From an optimization exercise on the open Yosys and OpenROAD flow, aimed at small area; shortcuts taken in it are not production practice. Function was checked by simulation only, so behaviour that the tests miss may differ from the original. Power and IR drop assume default switching activity.

### design/flow/design.v
module armreduced(
	input clk,
	input reset,
	output[31:0] pc,
	input[31:0] inst,
	input nIRQ,
	output[3:0] be,
	output[31:0] memaddr,
	output memwrite,
	output memread,
	output[31:0] writedata,
	input[31:0] readdata
	);
	reg [31:0] PCF;
	reg [31:0] instD;
	reg [31:0] rf [0:14];      
	reg [31:0] r15;            
	reg [31:0] instE;          
	reg        validE;         
	reg [3:0]  FlagsE;
	reg [31:0] ReadData1E, ReadData2E;
	reg [31:0] ALUOutM, WriteDataM;
	reg        RegWriteM, MemtoRegM, MemWriteM, PCSrcM, RegSrcM, BranchTakenM;
	reg [3:0]  WA3M;
	reg [31:0] ResultW;
	reg        RegWriteW, PCSrcW, RegSrcW;
	reg [3:0]  WA3W;
	assign be = 4'b1111;
	assign memread = 1'b1;
	assign pc = reset ? 32'd0 : PCF;
	assign memaddr = ALUOutM;
	assign memwrite = MemWriteM;
	assign writedata = WriteDataM;
	wire brD = (instD[27:26] == 2'b10);
	wire [3:0] RA1D = instD[19:16];
	wire [3:0] RA2D = (instD[27:26] == 2'b01 && !instD[20]) ? instD[15:12] : instD[3:0];
	wire [28:0] r15inc = r15[31:3] + 29'd1;
	wire [31:0] r15p8 = {r15inc, r15[2:0]};
	wire [31:0] r15p4 = {r15[2] ? r15inc : r15[31:3], ~r15[2], r15[1:0]};
	wire [16:0] selA, selB;
	genvar g;
	generate
		for (g = 0; g < 15; g = g + 1) begin : rd
			assign selA[g] = !brD && RA1D == g;
			assign selB[g] = !brD && RA2D == g;
		end
	endgenerate
	assign selA[15] = brD || RA1D == 4'd15;
	assign selA[16] = 1'b0;
	assign selB[15] = !brD && RA2D == 4'd15;
	assign selB[16] = brD;
	wire [32*17-1:0] rdin = {r15p4, r15p8,
		rf[14], rf[13], rf[12], rf[11], rf[10], rf[9], rf[8], rf[7],
		rf[6], rf[5], rf[4], rf[3], rf[2], rf[1], rf[0]};
	wire [31:0] RD1, RD2;
	selectOr17 _readA(.sel(selA), .d(rdin), .y(RD1));
	selectOr17 _readB(.sel(selB), .d(rdin), .y(RD2));
	wire [1:0] opE  = instE[27:26];
	wire [3:0] cmdE = instE[24:21];
	wire dpE  = (opE == 2'b00);
	wire memE = (opE == 2'b01);
	wire brE  = (opE == 2'b10);
	wire LE   = instE[20];
	wire cmpOnlyE = (cmdE[3:2] == 2'b10);
	wire RegWriteE  = validE & ((dpE & ~cmpOnlyE) | (memE & LE) | (brE & instE[24]));
	wire MemtoRegE  = validE & memE & LE;
	wire MemWriteE  = validE & memE & ~LE;
	wire BranchE    = validE & brE;
	wire RegSrcE    = validE & brE;
	wire FlagWriteE = validE & dpE & (instE[20] | cmpOnlyE);
	wire PCSrcE     = validE & (instE[15:12] == 4'b1111) & (cmdE == 4'b1101);
	wire ALUSrcE    = dpE ? instE[25] : ~opE[1] | ~opE[0];
	wire [3:0] ALUOpE = dpE ? cmdE : (memE & ~instE[23]) ? 4'b0010 : 4'b0100;
	wire [3:0] RA1E = instE[19:16];
	wire [3:0] RA2E = (memE && !LE) ? instE[15:12] : instE[3:0];
	wire [3:0] WA3E = instE[15:12];
	wire [31:0] ExtImmE = memE ? {20'd0, instE[11:0]} :
	                      brE  ? {{6{instE[23]}}, instE[23:0], 2'b00} :
	                             {{24{instE[7]}}, instE[7:0]};
	wire fA_M = RegWriteM && (RA1E == WA3M);
	wire fA_W = RegWriteW && (RA1E == WA3W);
	wire fB_M = !brE && RegWriteM && (RA2E == WA3M);
	wire fB_W = !brE && RegWriteW && (RA2E == WA3W);
	wire [31:0] SrcAE = fA_M ? ALUOutM : fA_W ? ResultW : ReadData1E;
	wire [31:0] WriteDataE = fB_M ? ALUOutM : fB_W ? ResultW : ReadData2E;
	wire [31:0] SrcBE = ALUSrcE ? ExtImmE : WriteDataE;
	wire [31:0] ALUResultE;
	wire [3:0] ALUFlags;
	ALU32bit _ALU32bit(.SrcA(SrcAE), .SrcB(SrcBE), .ALUOp(ALUOpE), .ALUResult(ALUResultE), .ALUFlags(ALUFlags));
	wire condEx;
	condCheck _condCheck(.cond(instE[31:28]), .flags(FlagsE), .condEx(condEx));
	wire BranchTakenE = BranchE & condEx;
	wire [3:0] NZCV = (FlagWriteE & condEx) ? ALUFlags : FlagsE;
	wire Flush = BranchTakenE | (PCSrcE & condEx) | PCSrcM | PCSrcW;
	wire Stall = (RegWriteE && memE && (WA3E == RA1D || WA3E == RA2D)) ||
	             (!BranchTakenE && RegWriteW && (WA3W == RA1D || WA3W == RA2D));
	wire [31:0] NextPC = BranchTakenE ? ALUResultE : PCSrcW ? ResultW : PCF + 32'd4;
	always @(posedge clk) begin
		if (reset)
			PCF <= 32'd4;
		else if (!Stall)
			PCF <= NextPC;
		if (reset)
			instD <= inst;
		else if (Flush)
			instD <= 32'd0;
		else if (!Stall)
			instD <= inst;
		if (reset) begin
			instE <= 32'd0;
			validE <= 1'b1;
		end else begin
			instE <= instD;
			if (Flush)
				instE[15:12] <= 4'd0;
			validE <= !(Flush || Stall);
		end
		FlagsE <= (Flush || reset) ? 4'd0 : NZCV;
		ReadData1E <= RD1;
		ReadData2E <= RD2;
		PCSrcM <= reset ? 1'b0 : (PCSrcE & condEx);
		RegWriteM <= reset ? 1'b0 : (RegWriteE & condEx);
		MemtoRegM <= reset ? 1'b0 : MemtoRegE;
		MemWriteM <= reset ? 1'b0 : (MemWriteE & condEx);
		WA3M <= reset ? 4'd0 : BranchTakenE ? 4'd14 : WA3E;
		ALUOutM <= ALUResultE;
		WriteDataM <= WriteDataE;
		RegSrcM <= reset ? 1'b0 : RegSrcE;
		BranchTakenM <= reset ? 1'b0 : BranchTakenE;
		PCSrcW <= reset ? 1'b0 : PCSrcM;
		RegWriteW <= reset ? 1'b0 : RegWriteM;
		WA3W <= reset ? 4'd0 : WA3M;
		RegSrcW <= reset ? 1'b0 : RegSrcM;
		ResultW <= BranchTakenM ? WriteDataM : MemtoRegM ? readdata : ALUOutM;
		if (reset)
			r15 <= 32'd0;
		else if (RegSrcW || WA3W != 4'd15)
			r15 <= PCF;
		else if (RegWriteW)
			r15 <= ResultW;
	end
	wire [31:0] rfWriteData = ResultW & {32{~reset}};
	integer i;
	always @(posedge clk) begin
		for (i = 0; i < 15; i = i + 1)
			if (reset || (RegWriteW && WA3W == i))
				rf[i] <= rfWriteData;
	end
endmodule
module selectOr17(
	input [16:0] sel,
	input [32*17-1:0] d,
	output reg [31:0] y
	);
	integer k;
	always @(*) begin
		y = 32'd0;
		for (k = 0; k < 17; k = k + 1)
			y = y | ({32{sel[k]}} & d[32*k +: 32]);
	end
endmodule
module ALU32bit(
	input [31:0] SrcA,
	input [31:0] SrcB,
	input [3:0] ALUOp,
	output reg [31:0] ALUResult,
	output [3:0] ALUFlags
	);
	wire sub   = (ALUOp == 4'b0010) | (ALUOp == 4'b0110) | (ALUOp == 4'b1010);
	wire rsb   = (ALUOp == 4'b0011) | (ALUOp == 4'b0111);
	wire add   = (ALUOp == 4'b0100) | (ALUOp == 4'b0101) | (ALUOp == 4'b1011);
	wire arith = sub | rsb | add;
	wire invB  = sub;
	wire [31:0] X = SrcA ^ {32{rsb}};
	wire [31:0] Y = SrcB ^ {32{invB}};
	wire [32:0] c;
	wire [31:0] s;
	assign c[0] = sub | rsb;
	genvar g;
	generate
		for (g = 0; g < 32; g = g + 1) begin : rc
			assign s[g] = X[g] ^ Y[g] ^ c[g];
			assign c[g+1] = (X[g] & Y[g]) | (c[g] & (X[g] ^ Y[g]));
		end
	endgenerate
	reg [3:0] T;
	always @ (*)
	begin
		case(ALUOp)
		4'b0000, 4'b1000: T = 4'b1000;    
		4'b0001, 4'b1001: T = 4'b0110;    
		4'b1100: T = 4'b1110;             
		4'b1101: T = 4'b1100;             
		4'b1110: T = 4'b0010;             
		default: T = 4'b0011;             
		endcase
	end
	integer j;
	always @ (*)
	begin
		for (j = 0; j < 32; j = j + 1)
			ALUResult[j] = arith ? s[j] : T[{SrcB[j], SrcA[j]}];
	end
	assign ALUFlags[3] = ALUResult[31];
	assign ALUFlags[2] = (ALUResult == 32'd0);
	assign ALUFlags[1] = arith & c[32];
	assign ALUFlags[0] = arith & (X[31] == Y[31]) & (ALUResult[31] != X[31]);
endmodule
module condCheck(
	input [3:0] cond,
	input [3:0] flags,
	output reg condEx
	);
	wire N = flags[3];
	wire Z = flags[2];
	wire C = flags[1];
	wire V = flags[0];
	always @ (*)
	begin
		case(cond)
		4'b0000: condEx = Z;
		4'b0001: condEx = ~Z;
		4'b0010: condEx = C;
		4'b0011: condEx = ~C;
		4'b0100: condEx = N;
		4'b0101: condEx = ~N;
		4'b0110: condEx = V;
		4'b0111: condEx = ~V;
		4'b1000: condEx = C & ~Z;
		4'b1001: condEx = ~C | Z;
		4'b1010: condEx = (N == V);
		4'b1011: condEx = (N != V);
		4'b1100: condEx = ~Z & (N == V);
		4'b1101: condEx = Z | (N != V);
		default: condEx = 1'b1;
		endcase
	end
endmodule
### design/flow/flow/run.sh
#!/bin/bash
# Layout flow: the standard layout (standard.sh), with these changes:
#  - after the floorplan, OpenROAD's restructure remaps the combinational
#    logic for area, four times over (flow/restructure.tcl); registers are
#    not touched,
#  - the port buffers that placement inserts are the smallest buffer (buf_1;
#    the resizer may still upsize them),
#  - clock tree synthesis inserts no dummy loads.
# Each tool's output goes to a log file of its own in this folder; each ORFS
# step also writes its own log under orfs/logs/.
set -euo pipefail
ARGS=(
  "BUFFER_PORTS_ARGS=-buffer_cell sky130_fd_sc_hd__buf_1"
  "CTS_ARGS=-sink_clustering_enable -repair_clock_nets -sink_clustering_size 16 -sink_clustering_max_diameter 60 -buf_list sky130_fd_sc_hd__clkbuf_8 -dont_use_dummy_load"
)
bash standard.sh "${ARGS[@]}" floorplan > flow_make_floorplan.log 2>&1
mkdir -p orfs/restructure
python3 flow/filterlib.py "$FLOW_HOME/platforms/sky130hd/lib/sky130_fd_sc_hd__tt_025C_1v80.lib" \
  orfs/restructure/lib_no_dont_use.lib > flow_filterlib.log 2>&1
openroad -no_init -exit flow/restructure.tcl > flow_restructure.log 2>&1
bash standard.sh "${ARGS[@]}" finish > flow_make_finish.log 2>&1
### design/flow/flow/filterlib.py
#!/usr/bin/env python3
"""Copy a Liberty file without the cells the platform marks don't-use
(sky130_fd_sc_hd__lpflow_*, probe_p_8, probec_p_8), so that a remapping
step cannot pick them. Usage: filterlib.py IN OUT"""
import re, sys

def dont_use(name):
    return (name.startswith("sky130_fd_sc_hd__lpflow_")
            or name in ("sky130_fd_sc_hd__probe_p_8", "sky130_fd_sc_hd__probec_p_8"))

src = open(sys.argv[1]).read()
out = []
i = 0
pat = re.compile(r'\n(\s*)cell\s*\(\s*"?([A-Za-z0-9_]+)"?\s*\)\s*\{')
while True:
    m = pat.search(src, i)
    if not m:
        out.append(src[i:])
        break
    start = m.start() + 1
    # find the matching closing brace of this cell group
    depth = 0
    j = m.end() - 1
    while True:
        c = src[j]
        if c == '{':
            depth += 1
        elif c == '}':
            depth -= 1
            if depth == 0:
                break
        j += 1
    if dont_use(m.group(2)):
        out.append(src[i:start])
    else:
        out.append(src[i:j + 1])
    i = j + 1
open(sys.argv[2], "w").write("".join(out))
### design/flow/flow/restructure.tcl
# Area recovery on the floorplan: OpenROAD's restructure remaps the
# combinational logic between registers and ports with ABC for area. The
# registers are left as the standard synthesis made them. The library given
# to ABC is the platform's without its don't-use cells.
set R orfs/results/sky130hd/armreduced/base
read_liberty $::env(FLOW_HOME)/platforms/sky130hd/lib/sky130_fd_sc_hd__tt_025C_1v80.lib
read_db $R/2_floorplan.odb
read_sdc $R/2_floorplan.sdc
source $::env(FLOW_HOME)/platforms/sky130hd/setRC.tcl
report_design_area
# four passes: each one remaps the result of the one before
foreach pass {1 2 3 4} {
  file mkdir orfs/restructure/pass$pass
  restructure -target area -liberty_file orfs/restructure/lib_no_dont_use.lib \
    -tielo_port sky130_fd_sc_hd__conb_1/LO -tiehi_port sky130_fd_sc_hd__conb_1/HI \
    -work_dir orfs/restructure/pass$pass -abc_logfile orfs/restructure/pass$pass/abc.log
  report_design_area
  # the next pass makes its tie cells under the same names: rename these
  foreach inst [[ord::get_db_block] getInsts] {
    set name [$inst getName]
    if {[string match "rmp_const_*" $name]} {
      $inst rename "rmp_p${pass}_[string range $name 4 end]"
    }
  }
}
report_design_area
write_db $R/2_floorplan.odb
### design/flow/standard.sh
#!/bin/bash
# synth_recipe.tcl (not shown) runs the flow's synth.tcl, then flattens the netlist and writes it again
# the make line also repeats each setting of config.mk as NAME=value (left out here)
make -C /OpenROAD-flow-scripts/flow DESIGN_CONFIG=/design/flow/config.mk WORK_HOME=/design/flow/orfs CLKGATE_MAP_FILE= SYNTH_SCRIPT=/design/flow/synth_recipe.tcl "${@:-finish}"
### design/flow/config.mk
export PLATFORM = sky130hd
export DESIGN_NAME = armreduced
export DESIGN_NICKNAME = armreduced
export VERILOG_FILES = /design/flow/design.v
export SDC_FILE = /design/flow/constraint.sdc
export NUM_CORES = 4
export LEC_CHECK = 0
export CAP_MARGIN = 20
export CORE_MARGIN = 2
export CORE_UTILIZATION = 65
export CTS_BUF_LIST = sky130_fd_sc_hd__clkbuf_8
export CTS_CLUSTER_DIAMETER = 60
export CTS_CLUSTER_SIZE = 16
export PLACE_DENSITY = 0.75
export SLEW_MARGIN = 20
### design/flow/constraint.sdc
create_clock -name core_clock -period 20.0 [get_ports {clk}]
set_input_delay 4.0000 -clock core_clock [delete_from_list [all_inputs] [get_ports {clk}]]
set_output_delay 4.0000 -clock core_clock [all_outputs]
set_load 0.01 [all_outputs]
==> key figures, run 1 <==
Run status
  • Status: timing/DRC/antenna clean

Yosys
  • Simple-Gate Fraction of Synth Area: 11.95%
  • Mux cell area share after synthesis: 5.139%
  • EDFF count, synth: 512
  • Main combinational cell family by area after synthesis: compound AO/OA/AOI/OAI gates
  • Synth Area in XOR/XNOR: 3.462%
  • Seq cells post-synth: 790
  • Yosys cell types: 88
  • Sequential area share after synthesis: 55.56%
  • Yosys warnings: 5
  • Compound-cell area share of the yosys netlist: 18.89%
  • Async SR Flop Fraction: 0%
  • Post-synthesis average cell area: 11.25 µm²
  • Mapped Area: 37,690 µm²
  • Gate Count Post-Synth: 3,349
  • Post-synth top flop: edfxtp_1
  • Adder-cell share of the synthesized area: 1.799%

Route
  • Drt wl/cell: 35.47 µm
  • Initial DRC count: 8,244
  • DRC: 0
  • Detailed Route WL: 152,600 µm
  • Post-route ant nets: 0
  • Vias: 34,060
  • Drt pass-1 iters: 10
  • Vias per Instance: 7.918

STA
  • Unrepaired setup endpoints after global routing: false
  • Final setup viols: 0
  • Post-route setup TNS: 0 ps
  • Max Clk Rate: 69.58 MHz
  • Fin. max-slew vios: 0
  • Worst setup margin: 5627 ps
  • Fin crit period: 14,370 ps
  • Final Hold Vio Count: 0
  • Worst-Margin Slew: 1281 ps
  • Fin crit share: 71.86%
  • Slew headroom: 14.52%
  • Worst Skew: 92.51 ps

Critical path
  • Crit-path max cell delay: 870 ps
  • Worst EP arrival: 15,010 ps
  • Most Frequent Cell on Critical Path: o21ai_0
  • Critical-path cell with the highest stage delay: clkinv_1
  • Required time worst endpoint: 20,630 ps
  • Critical path peak fanout: 47
  • Setup crit start kind: flop
  • Critical path class: flop to flop
  • Crit end category: flop

Clock tree
  • H-tree Lvls: 2
  • Clock Latency Late Sink: 770 ps
  • Clock sinks: 790
  • Post-CTS Setup Bufs: 0
  • Post-CTS resize count: 0
  • Hold buffer count at CTS: 0
  • Num CTS Buffers: 59
  • CTS tree: yes
  • Clk pin slew, worst setup/hold paths: 80 ps
  • Clock root buffer: clkbuf_8
  • CTS Buffer Depth: 3

Global route
  • Total grt overflow: 0
  • Largest net degree at the start of global routing: 65
  • First-pass GRT wire length: 212,900 µm
  • Vias in the first global route: 30,790
  • Initial antenna violation count: 6
  • Total Routing Usage GR: 49.41%

Hold path
  • Hold WC Path Type: flop to flop

Placed design
  • Dpl hpwl: 96,270 µm
  • Place WS: 6485 ps
  • # port buffers: 162
  • Placed instance area: 37,970 µm²
  • RePlAce Congestion: 1.057

Layout
  • Area of the multi-input gates: 13,260 µm²
  • Design area: 38,800 µm²
  • Fillers: 4,464
  • Post-Route Utilization: 67.50%
  • FF+latch area: 20,940 µm²
  • Layout cell share with drive strength beyond 1: 6.287%
  • Layout Nets: 3,600
  • Area Growth Syn to Fin: 2.938%

Floorplanning
  • Io pins: 169
  • Std cell rows: 88
  • Total die area: 59,930 µm²
  • Die Y: 244.8 µm
  • Initial core utilization: 65.58%
  • Floorplan die width: 244.8 µm
  • Core area: 57,480 µm²

Power and ir drop
  • Leakage power: 12.59 nW
  • Max IR drop VDD: 0.00008859 V
  • Cell Pwr Density: 112.8 nW/µm²
  • Pwr Total: 4.378 mW

Run
  • Max-cap violations: 0
[through the flow]
| stage | hold WS, ps | cells |
|---|---|---|
| after CTS | 470.6 | 4296 |
| after global routing | 490.2 | 4298 |
| after global placement | 439.8 | 4237 |
| after floorplan | 413.8 | 3353 |
| final | 461.9 | 4302 |
| after detailed placement | 440.8 | 4237 |
[worst max-delay path: cells and delay by family, from the launching register on]
family | cells | cell delay, ps
buf+inv | 9 | 2680
xor+xnor | 1 | 160
simple gates | 10 | 1920
compound gates | 37 | 9030
flops | 1 | 500
[cell type report]
cell class                      count  share of cell area, %
Antenna cell                        6                0.03870
Sequential cell                   790                  53.97
Inverter                          375                  3.628
Multi-Input combinational cell   2039                  34.17
Tap cell                          765                  2.467
Clock buffer                       59                  2.093
Timing Repair Buffer              268                  3.628
[power by group]
group,total (mW),switching [mW],internal (mW)
clock network,0.770,0.508,0.262
registers,2.41,0.263,2.14
logic,1.20,0.845,0.354
[cell families (layout without fill, tap and decap cells)]
logic type | Yosys count | in the layout
other | 1 | 16
and+or+nand+nor | 919 | 593
buffers and inverters | 305 | 702
DFF | 790 | 790
xor gates and xnor gates | 149 | 29
muxes | 175 | 0
AOI/OAI and AO/OA | 975 | 1407
adders and majority gates | 35 | 0
[sequential cells by signal, indices dropped and copies added (netlist names), 4 cells and up]
register and flops:
ALUOutM 32, FlagsE 4, PCF 32, ReadData1E 32, ReadData2E 32, ResultW 32
WA3M 4, WA3W 4, WriteDataM 32, instD 32, instE 32, r15 32
rf 480
[cell usage after synthesis, types with 7 or more instances]
master	n	area (µm²)
inv_1	57	214.0
xor2_1	89	779.5
a21oi_1	138	690.7
a211o_1	8	70.07
o31ai_1	14	105.1
and3_1	48	300.3
buf_2	10	50.05
a22o_1	120	1051
o211ai_1	14	105.1
xnor2_1	60	525.5
dfxtp_1	278	5565
nand2b_1	14	87.58
nor2b_1	142	888.4
a2111oi_0	7	61.31
o21a_1	7	52.55
a22oi_1	164	1231
a211oi_1	59	442.9
a222oi_1	17	170.2
edfxtp_1	512	15370
mux4_2	13	292.8
or3_1	10	62.56
and2_1	19	118.9
nor2_1	300	1126
nor3_1	40	200.2
clkbuf_1	209	784.5
a221oi_1	150	1314
o31a_1	8	70.07
fa_1	32	640.6
o22ai_1	11	68.82
a21o_1	7	52.55
mux2i_1	147	1471
buf_1	20	75.07
a31oi_1	17	106.4
o2111ai_1	38	332.8
nand3_1	63	315.3
nand4_1	38	237.7
a311oi_1	9	78.83
nand2_1	195	732.0
o21ai_0	148	740.7
mux2_2	14	157.7
[layer usage]
layer	track usage [%]	wire length, µm	up-vias
li1	-	-	13460
met1	63.51	50060	15790
met2	67.69	60220	3804
met3	22.24	29330	1005
met4	31.06	12890	4
met5	1.144	100	-
[final timing paths]
| check | from | endpoint | slack (ps) | depth (start not counted) |
|---|---|---|---|---|
| setup reg to reg | instE[26]$_SDFF_PP0_ | FlagsE[2]$_SDFFE_PP0P_ | 5630 | 57 |
| hold / removal | instD[31]$_DFFE_PP_ | instE[31]$_SDFF_PP0_ | 460 | 1 |
| setup / recovery | instE[26]$_SDFF_PP0_ | FlagsE[2]$_SDFFE_PP0P_ | 5630 | 57 |
| hold reg to reg | instD[31]$_DFFE_PP_ | instE[31]$_SDFF_PP0_ | 460 | 1 |
[layout by cell type, fill, tap and decap left out, types with 13 or more instances in the layout]
| master | instances |
|---|---|
| edfxtp_1 | 512 |
| clkinv_1 | 374 |
| o22ai_1 | 337 |
| dfxtp_1 | 277 |
| o21ai_0 | 235 |
| nor2_1 | 231 |
| a22oi_1 | 194 |
| buf_1 | 161 |
| nand2_1 | 128 |
| a21oi_1 | 110 |
| buf_4 | 106 |
| a221oi_1 | 86 |
| o22a_1 | 82 |
| a222oi_1 | 76 |
| nor2b_1 | 65 |
| clkbuf_8 | 59 |
| o2bb2ai_1 | 57 |
| a22o_1 | 36 |
| o2111ai_1 | 27 |
| nand4_1 | 26 |
| o221ai_1 | 26 |
| xnor2_1 | 24 |
| nand3_1 | 22 |
| nor2_2 | 22 |
| nor3_1 | 20 |
| o21a_1 | 18 |
| o32a_1 | 18 |
| o21ai_4 | 16 |
| a2bb2oi_1 | 14 |
| a31oi_1 | 13 |
| nor4_1 | 13 |
==> inputs of run 2 (changes only) <==
--- a/design/flow/flow/run.sh
+++ b/design/flow/flow/run.sh
@@ -13,3 +13,3 @@
   "BUFFER_PORTS_ARGS=-buffer_cell sky130_fd_sc_hd__buf_1"
-  "CTS_ARGS=-sink_clustering_enable -repair_clock_nets -sink_clustering_size 16 -sink_clustering_max_diameter 60 -buf_list sky130_fd_sc_hd__clkbuf_8 -dont_use_dummy_load"
+  "CTS_ARGS=-sink_clustering_enable -repair_clock_nets -sink_clustering_size 18 -sink_clustering_max_diameter 55 -buf_list sky130_fd_sc_hd__clkbuf_8 -dont_use_dummy_load"
 )
--- a/design/flow/config.mk
+++ b/design/flow/config.mk
@@ -11,4 +11,4 @@
 export CTS_BUF_LIST = sky130_fd_sc_hd__clkbuf_8
-export CTS_CLUSTER_DIAMETER = 60
-export CTS_CLUSTER_SIZE = 16
+export CTS_CLUSTER_DIAMETER = 55
+export CTS_CLUSTER_SIZE = 18
 export PLACE_DENSITY = 0.75
==> run 2 against run 1 <==
Against the previous run:
- critical path type unchanged
- flip-flop and latch count stayed put
- largest power group unchanged
- sequential share of layout area about the same
- critical path depth unchanged
- combinational power about the same
- count of clock-buffer cells in the layout grew 1
- still clean on timing, DRC and antenna
==> key figures, run 2 <==
Route
  • Drt wl/cell: 35.53 µm (was 35.47 µm)
  • Vias: 34,030 (was 34,060)
  • Post-route ant nets: 0 (unchanged)
  • Drt pass-1 iters: 13 (was 10)
  • Vias per Instance: 7.910 (was 7.918)
  • DRC: 0 (unchanged)
  • Initial DRC count: 8,570 (was 8,244)
  • Detailed Route WL: 152,900 µm (was 152,600 µm)

Floorplanning
  • Die Y: 244.8 µm (unchanged)
  • Total die area: 59,930 µm² (unchanged)
  • Io pins: 169 (unchanged)
  • Std cell rows: 88 (unchanged)
  • Core area: 57,480 µm² (unchanged)
  • Floorplan die width: 244.8 µm (unchanged)
  • Initial core utilization: 65.58% (unchanged)

Clock tree
  • Clock Latency Late Sink: 800 ps (was 770 ps)
  • H-tree Lvls: 2 (unchanged)
  • Clock root buffer: clkbuf_8 (unchanged)
  • Hold buffer count at CTS: 0 (unchanged)
  • CTS Buffer Depth: 3 (unchanged)
  • Post-CTS Setup Bufs: 0 (unchanged)
  • Post-CTS resize count: 0 (unchanged)
  • Clk pin slew, worst setup/hold paths: 110 ps (was 80 ps)
  • CTS tree: yes (unchanged)
  • Num CTS Buffers: 60 (was 59)
  • Clock sinks: 790 (unchanged)

Power and ir drop
  • Switch share: 36.91% (was 36.94%)
  • Leakage power: 12.60 nW (was 12.59 nW)
  • Max IR drop VDD: 0.00008443 V (was 0.00008859 V)
  • Cell internal pwr: 2.765 mW (was 2.761 mW)
  • Combinational Power Share: 27.4% (about the same)
  • Clock network fraction of design power: 17.7% (was 17.6%)
  • P_sw: 1.618 mW (was 1.617 mW)
  • Cell Pwr Density: 112.9 nW/µm² (was 112.8 nW/µm²)
  • Reg power frac: 54.9% (was 55.0%)

STA
  • Final Hold Vio Count: 0 (unchanged)
  • Fin crit share: 72.32% (was 71.86%)
  • Worst Skew: 145.2 ps (was 92.51 ps)
  • Unrepaired setup endpoints after global routing: false (unchanged)
  • Fin crit period: 14,460 ps (was 14,370 ps)
  • Worst-Margin Slew: 1308 ps (was 1281 ps)
  • Fin. max-slew vios: 0 (unchanged)
  • Slew headroom: 12.71% (was 14.52%)
  • Final setup viols: 0 (unchanged)
  • Max Clk Rate: 69.14 MHz (was 69.58 MHz)
  • Post-route setup TNS: 0 ps (unchanged)

Layout
  • Area Growth Syn to Fin: 2.968% (was 2.938%)
  • Layout cell share with drive strength beyond 1: 6.314% (was 6.287%)
  • Layout Nets: 3,601 (was 3,600)
  • Commonest non-fill, non-tap cell in the layout: edfxtp_1 (unchanged)
  • Fin cells: 4,302 (unchanged)
  • Most frequent cells in the layout: edfxtp_1 (512), clkinv_1 (374), o22ai_1 (337), dfxtp_1 (277), o21ai_0 (235) (unchanged)
  • Biggest register: rf (unchanged)
  • Max FFs per register: 480 (unchanged)

Yosys
  • Commonest cells in the synthesized netlist: edfxtp_1 (512), nor2_1 (300), dfxtp_1 (278) (unchanged)
  • Mapped Area: 37,690 µm² (unchanged)
  • Yosys warnings: 5 (unchanged)
  • Yosys cell types: 88 (unchanged)
  • Cell with the most instances after synthesis: edfxtp_1 (unchanged)
  • Sequential area share after synthesis: 55.56% (unchanged)
  • Gate Count Post-Synth: 3,349 (unchanged)
  • EDFF count, synth: 512 (unchanged)
  • Area share of the largest cell type after synthesis: 40.79% (unchanged)
  • Synth area leaders: edfxtp_1 (41%), dfxtp_1 (15%), mux2i_1 (3.9%), a221oi_1 (3.5%), a22oi_1 (3.3%) (unchanged)
  • Post-synthesis average cell area: 11.25 µm² (unchanged)
  • Area leader, netlist: edfxtp_1 (unchanged)
  • Async SR Flop Fraction: 0% (unchanged)
  • Seq cells post-synth: 790 (unchanged)
  • Post-synth top flop: edfxtp_1 (unchanged)

Placed design
  • Placed insts: 4,237 (unchanged)
  • Dpl hpwl: 96,270 µm (unchanged)
  • # port buffers: 162 (unchanged)
  • RePlAce Congestion: 1.057 (unchanged)

Critical path
  • Critical R2R Capture: FlagsE[2]$_SDFFE_PP0P_ (unchanged)
  • R2R Setup Slk: 5540 ps (was 5630 ps)
  • Required time worst endpoint: 20,640 ps (was 20,630 ps)
  • Setup crit start kind: flop (unchanged)
  • Critical path class: flop to flop (unchanged)
  • Crit end category: flop (unchanged)
  • Most Frequent Cell on Critical Path: o21ai_0 (unchanged)
  • Critical-path cell with the highest stage delay: clkinv_1 (unchanged)
  • Critical path peak fanout: 47 (unchanged)
  • Critical Path Start: instE[26]$_SDFF_PP0_ (unchanged)
  • Worst EP arrival: 15,100 ps (was 15,010 ps)
  • Crit-path max cell delay: 870 ps (about the same)
  • R2R Path Start: instE[26]$_SDFF_PP0_ (unchanged)
  • R2R cell count: 57 (unchanged)
  • CP endpoint: FlagsE[2]$_SDFFE_PP0P_ (unchanged)

Run
  • Max-cap violations: 0 (unchanged)

Hold path
  • Hold WC Path Type: flop to flop (unchanged)
  • Hold Crit Depth: 2 (was 1)

Global route
  • Vias in the first global route: 30,830 (was 30,790)
  • Initial antenna violation count: 6 (unchanged)
  • Total Routing Usage GR: 49.35% (was 49.41%)
  • Total grt overflow: 0 (unchanged)
  • Largest net degree at the start of global routing: 65 (unchanged)
  • First-pass GRT wire length: 212,900 µm (about the same)

Run status
  • Status: timing/DRC/antenna clean (unchanged)
[run 2: critical path: cells and delay by family, from the launching register on]
kind	cells	cell delay (ps)
compound gates	37	9170
buf+inv	9	2660
simple gates	10	1910
flops	1	490
xor+xnor	1	160
[run 2: how the worst min path moves through the flow]
stage / startpoint / end / slack (ps)
2_1_floorplan: RegSrcM$_SDFF_PP0_ / RegSrcW$_SDFF_PP0_ / 410
3_5_place_dp: instD[7]$_DFFE_PP_ / instE[7]$_SDFF_PP0_ / 440
5_1_grt: instD[6]$_DFFE_PP_ / instE[6]$_SDFF_PP0_ / 490
6_report: PCF[23]$_SDFFE_PP0P_ / r15[23]$_SDFFE_PP0P_ / 450
3_3_place_gp: WriteDataM[5]$_DFF_P_ / ResultW[5]$_DFF_P_ / 440
4_1_cts: WA3M[2]$_SDFF_PP0_ / WA3W[2]$_SDFF_PP0_ / 450
[run 2: cells by family (layout without fill, tap and decap cells)]
logic type	count (synthesis)	after routing	synth area share (%)
compound gates	975	1407	18.89
xor+xnor	149	29	3.462
fa+ha+maj	35	0	1.799
buf+inv	305	703	3.200
flops	790	790	55.56
mux	175	0	5.139
other cells	1	15	0.009949
simple gates	919	593	11.95
[run 2: final cells by class]
class | count | area (µm²)
clock buffer | 60 | 825.8
sequential | 790 | 20940
multi-input combinational | 2039 | 13260
tap | 765 | 957.2
antenna | 5 | 12.51
fill | 4467 | 18670
timing repair buffer | 268 | 1408
inverter | 375 | 1408
[run 2: through the flow]
stage               setup slack (ps)  utilization [%]  hold slack [ps]  cell area (µm²)  power (mW)
floorplan                       2193                -            413.8            37710       2.988
global placement                6760            66.06            439.8            37970       3.491
detailed placement              6485            66.06            440.8            37970       3.526
CTS                             6400            67.49            449.9            38790       4.264
global route                    4809            67.51            485.3            38800       4.478
finish                          5536            67.52            451.8            38810       4.383
[run 2: power groups by stage]
stage	registers (mW)	clock network, mW	logic (mW)
finish	2.41	0.775	1.20
floorplan	2.36	0	0.631
global placement	2.41	0	1.08
detailed placement	2.42	0	1.10
CTS	2.39	0.766	1.11
global route	2.43	0.818	1.23
[run 2: layer usage]
metal / up-vias / global-route usage [%] / share of wire, %
met5: - / 1.144 / 0.14
met4: 6 / 29.99 / 8.2
met2: 3843 / 67.74 / 40
met3: 965 / 22.26 / 19
met1: 15770 / 63.72 / 33
li1: 13450 / - / -

static timing again, ports no longer ideal:
The flow's constraints put no driver on any port. The routed layouts listed below were extracted and timed again, unchanged, in two steps.
Step 1, drivers: a clkbuf_16 drives clk and a buf_2 each remaining input, both assumed.
Step 2 adds t to the input delays and takes it off the output delays; t is the mean of the earliest and latest rising clock arrival at the registers after step 1. Input paths then give back, and output paths get back, about the clock's delay inside the block.
Slacks: no drivers / after step 1 / after step 2; pairs: no drivers / after step 1.
run	t, ns	setup WS [ns]	worst register clock-pin slew, ns	cell pins on the clock port's net
run 1	0.793	5.627 / 5.627 / 5.627	0.11 / 0.11	1
run 2	0.795	5.536 / 5.536 / 5.536	0.12 / 0.12	1
After both steps every run listed still meets setup and hold.
